From an optimization exercise on the open Yosys and OpenROAD flow, aimed at small area; shortcuts taken in it are not production practice.
Function was checked by simulation only, so behaviour that the tests miss may differ from the original.
The flow treats the clock pin as an ideal source, which a real chip does not have.

red:
==> flow/design.v (excerpt) <==
module bldc_esc #(parameter DATA_WIDTH = 16, parameter debounce = 3)(
  input clk,
  input reset,
  input pwm_en,
  input encoder_a,
  input encoder_b,
  input [DATA_WIDTH-1:0] pwm_period,
  input [DATA_WIDTH-1:0] period_reference,
  input [DATA_WIDTH-1:0] Kp_ext,
  input [DATA_WIDTH-1:0] Ki_ext,
  input [DATA_WIDTH-1:0] Kd_ext,
  input override_internal_pid,
  output reg motor_positive,
  output reg motor_negative
);
  reg motor_pwm;
  reg [15:0] pwm_counter;
  reg [15:0] pwm_duty_cycle;
  reg [1:0] encoder_state;
  reg [1:0] prev_encoder_state;
  reg [1:0] pwm_direction;
  reg [7:0] period_speed;
  reg [7:0] speed_ctr;
  reg [15:0] Kp;
  reg [15:0] Ki_n;
  reg [15:0] Kd;
  reg [15:0] error_n;
  reg [11:0] integral_n;
  reg [15:0] derivative_n;
  reg [15:0] pid_output;
  reg pid_msb_late;
  reg [15:0] previous_error;
  reg [2:0] encoder_a_shift_reg;
  reg encoder_a_reg;
  reg [2:0] encoder_b_shift_reg;
  reg encoder_b_reg;
  wire one_n0, two_n0;
  assign one_n0 = ~Kp[0];
  bldc_btwo f0 (.b2(Kp[1]), .b1(Kp[0]), .one_n(one_n0), .two_n(two_n0));
  wire q1;
  assign q1 = ~(one_n0 | error_n[0]);
  wire p2 = q1 ^ Kp[1];
  wire q4;
  bldc_bsel b4 (.one_n(one_n0), .two_n(two_n0), .a1(error_n[1]), .a0(error_n[0]), .sel(q4));
  wire p5 = q4 ^ Kp[1];
  wire q7;
  bldc_bsel b7 (.one_n(one_n0), .two_n(two_n0), .a1(error_n[2]), .a0(error_n[1]), .sel(q7));
  wire p8 = q7 ^ Kp[1];
  wire q10;
  bldc_bsel b10 (.one_n(one_n0), .two_n(two_n0), .a1(error_n[3]), .a0(error_n[2]), .sel(q10));
  wire p11 = q10 ^ Kp[1];
  wire q13;
  bldc_bsel b13 (.one_n(one_n0), .two_n(two_n0), .a1(error_n[4]), .a0(error_n[3]), .sel(q13));
  wire p14 = q13 ^ Kp[1];
  wire q16;
  bldc_bsel b16 (.one_n(one_n0), .two_n(two_n0), .a1(error_n[5]), .a0(error_n[4]), .sel(q16));
  wire p17 = q16 ^ Kp[1];
  wire q19;
  bldc_bsel b19 (.one_n(one_n0), .two_n(two_n0), .a1(error_n[6]), .a0(error_n[5]), .sel(q19));
  wire p20 = q19 ^ Kp[1];
  wire q22;
  bldc_bsel b22 (.one_n(one_n0), .two_n(two_n0), .a1(error_n[7]), .a0(error_n[6]), .sel(q22));
  wire p23 = q22 ^ Kp[1];
  wire q25;
  ...
Size: roughly 1400 cells after synthesis, roughly 190 flip-flops, about 0.016 mm2 of cells after synthesis.
==> flow/config.mk <==
export PLATFORM = sky130hd
export DESIGN_NAME = bldc_esc
export DESIGN_NICKNAME = bldc_esc
export VERILOG_FILES = /design/flow/design.v
export SDC_FILE = /design/flow/constraint.sdc
export NUM_CORES = 4
export LEC_CHECK = 0
export CAP_MARGIN = 20
export CORE_MARGIN = 2
export CORE_UTILIZATION = 70
export PLACE_DENSITY = 0.9
export SLEW_MARGIN = 20
export SYNTH_HIERARCHICAL = 1
==> flow/constraint.sdc <==
create_clock -name core_clock -period 8.0 [get_ports {clk}]
set_input_delay 1.6000 -clock core_clock [delete_from_list [all_inputs] [get_ports {clk}]]
set_output_delay 1.6000 -clock core_clock [all_outputs]
set_load 0.01 [all_outputs]
standard.sh (not shown) runs the stock make flow with config.mk's settings and CLKGATE_MAP_FILE= SYNTH_SCRIPT=/design/flow/synth_recipe.tcl, a recipe that flattens the netlist after the stock synthesis.
==> flow/flow/run.sh <==
#!/bin/bash
# Layout flow: the standard flow (standard.sh, standard synthesis
# unchanged) with these layout changes:
#  - the input and output port buffers use the smallest plain buffer,
#    sky130_fd_sc_hd__buf_1 (every port still gets its own buffer);
#  - clock tree synthesis adds no dummy loads and builds the tree from
#    clkbuf_8 under a clkbuf_16 root; after it, flow/fixclk.tcl swaps any
#    leaf buffer that drives more than 15 pins for a clkbuf_16 and
#    legalizes the placement again.
# Each tool's output goes to a log of its own in this folder (orfs_cts.log,
# fixclk.log, orfs_finish.log); each ORFS step also keeps its log under
# orfs/logs/.
set -euo pipefail
here=$(pwd)
args=("BUFFER_PORTS_ARGS=-buffer_cell sky130_fd_sc_hd__buf_1"
      "CTS_ARGS=-sink_clustering_enable -repair_clock_nets -dont_use_dummy_load -buf_list sky130_fd_sc_hd__clkbuf_8 -root_buf sky130_fd_sc_hd__clkbuf_16")
bash standard.sh "${args[@]}" cts > "$here/orfs_cts.log" 2>&1
RES="$here/orfs/results/$FLOW_PLATFORM/bldc_esc/base" openroad -no_init -exit "$here/flow/fixclk.tcl" > "$here/fixclk.log" 2>&1
bash standard.sh "${args[@]}" finish > "$here/orfs_finish.log" 2>&1
==> flow/flow/fixclk.tcl <==
# After clock tree synthesis: a leaf clock buffer (clkbuf_8) that drives
# more than 15 pins is swapped for clkbuf_16, so that the slew at its flip-flop
# clock pins stays low; the placement is then legalized again.
set res $::env(RES)
read_db $res/4_cts.odb
set db [ord::get_db]
set block [[$db getChip] getBlock]
set m16 [$db findMaster sky130_fd_sc_hd__clkbuf_16]
set swapped 0
foreach inst [$block getInsts] {
  if {[[$inst getMaster] getName] ne "sky130_fd_sc_hd__clkbuf_8"} { continue }
  set n 0
  foreach it [$inst getITerms] {
    if {[$it isOutputSignal] && [$it getNet] ne "NULL"} {
      set n [expr {[llength [[$it getNet] getITerms]] - 1}]
    }
  }
  if {$n > 15} {
    puts "fixclk: [$inst getName] drives $n pins: clkbuf_16"
    $inst swapMaster $m16
    incr swapped
  }
}
puts "fixclk: swapped $swapped"
detailed_placement
check_placement -verbose
write_db $res/4_cts.odb
red went all the way through synthesis, placement and routing and the layout is clean on timing, DRC and antenna.
Relative to red, the following input files were edited for blue:
Settings: changing CORE_UTILIZATION from 70 to 75; changing PLACE_DENSITY from 0.9 to 0.8.
[summary]
blue finished end to end and its layout was clean on timing, DRC and antenna. For the total number of vias, blue came in about 1% higher than red did. NOTE: detailed-route vias per instance in blue exceeds that of red. Relative to red, post-placement worst setup slack has decreased by 0.033 ns in blue. There was hardly any difference in fraction of cell area in non-clock buffers between red and blue. Going from red to blue, final design area excluding fillers lost 0.41%; first-iteration detailed-routing DRC count picked up an extra 6.0%; clock skew picked up an extra 0.020 ns.
[inputs] green vs blue
Settings: CORE_UTILIZATION now 70, was 75.
diff --git a/flow/flow/run.sh b/flow/flow/run.sh
--- a/flow/flow/run.sh
+++ b/flow/flow/run.sh
@@ -15,0 +16 @@
+      "GPL_KEEP_OVERFLOW=0"
==> comparison <==
- green ended with every stage complete and zero timing, DRC or antenna violations.
- Comparing blue and green, the higher ratio of final minimum period to clock period is on green.
- Summary: with blue as the reference, pin count of the biggest net entering global routing in green moved down by more than 10%.
- Area: green vs blue -> green larger
- green vs blue on vias after detailed routing: green is the lower one.
- Cmp green vs blue: total length of routed wires lower in green
- In green the number of DRC markers after the initial detailed-route iteration turned out about 3.5% lower than in blue.
- Between blue and green, the flow reports length of routed wiring on met1 decreasing slightly.
- Comparing blue and green, total number of placement rows is higher on green.
Inputs modified between green and orange:
Settings: GPL_TIMING_DRIVEN: unset -> 0.
diff --git a/flow/flow/run.sh b/flow/flow/run.sh
--- a/flow/flow/run.sh
+++ b/flow/flow/run.sh
@@ -16 +15,0 @@
-      "GPL_KEEP_OVERFLOW=0"
==> run summary <==
Re overall routing resource usage: green and orange aren't equal, and the lower value belongs to orange. Of orange and green, it is orange that has the lower critical path depth in cells. Summary of orange over green: routed wire length down 3.1%, global-route wire length before repair lost 1.1 mm. orange vs. green: total setup buffers inserted after CTS moved down.

[afterwards: timing with drivers on the ports]
The results above use ideal ports. As a check the final layouts listed here were re-extracted and re-timed, cells and wires unchanged.
Step 1, drivers: a clkbuf_16 drives clk and a buf_2 each remaining input, both assumed.
Step 2 also shifts input and output timing later by t, the mid clock arrival at the registers, as if the neighbouring blocks saw the same clock.
Slacks: no drivers / after step 1 / after step 2; pairs: no drivers / after step 1.
| run | t, ns | slack for setup (ns) | worst setup path after step 2 | cell pins on the clock port's net |
|---|---|---|---|---|
| red | 0.448 | 0.161 / 0.161 / 0.161 | register to register | 1 |
| blue | 0.445 | 0.221 / 0.221 / 0.221 | register to register | 1 |
| green | 0.441 | 0.194 / 0.194 / 0.194 | register to register | 1 |
| orange | 0.439 | 0.207 / 0.207 / 0.207 | register to register | 1 |
After both steps every run listed still meets setup and hold.
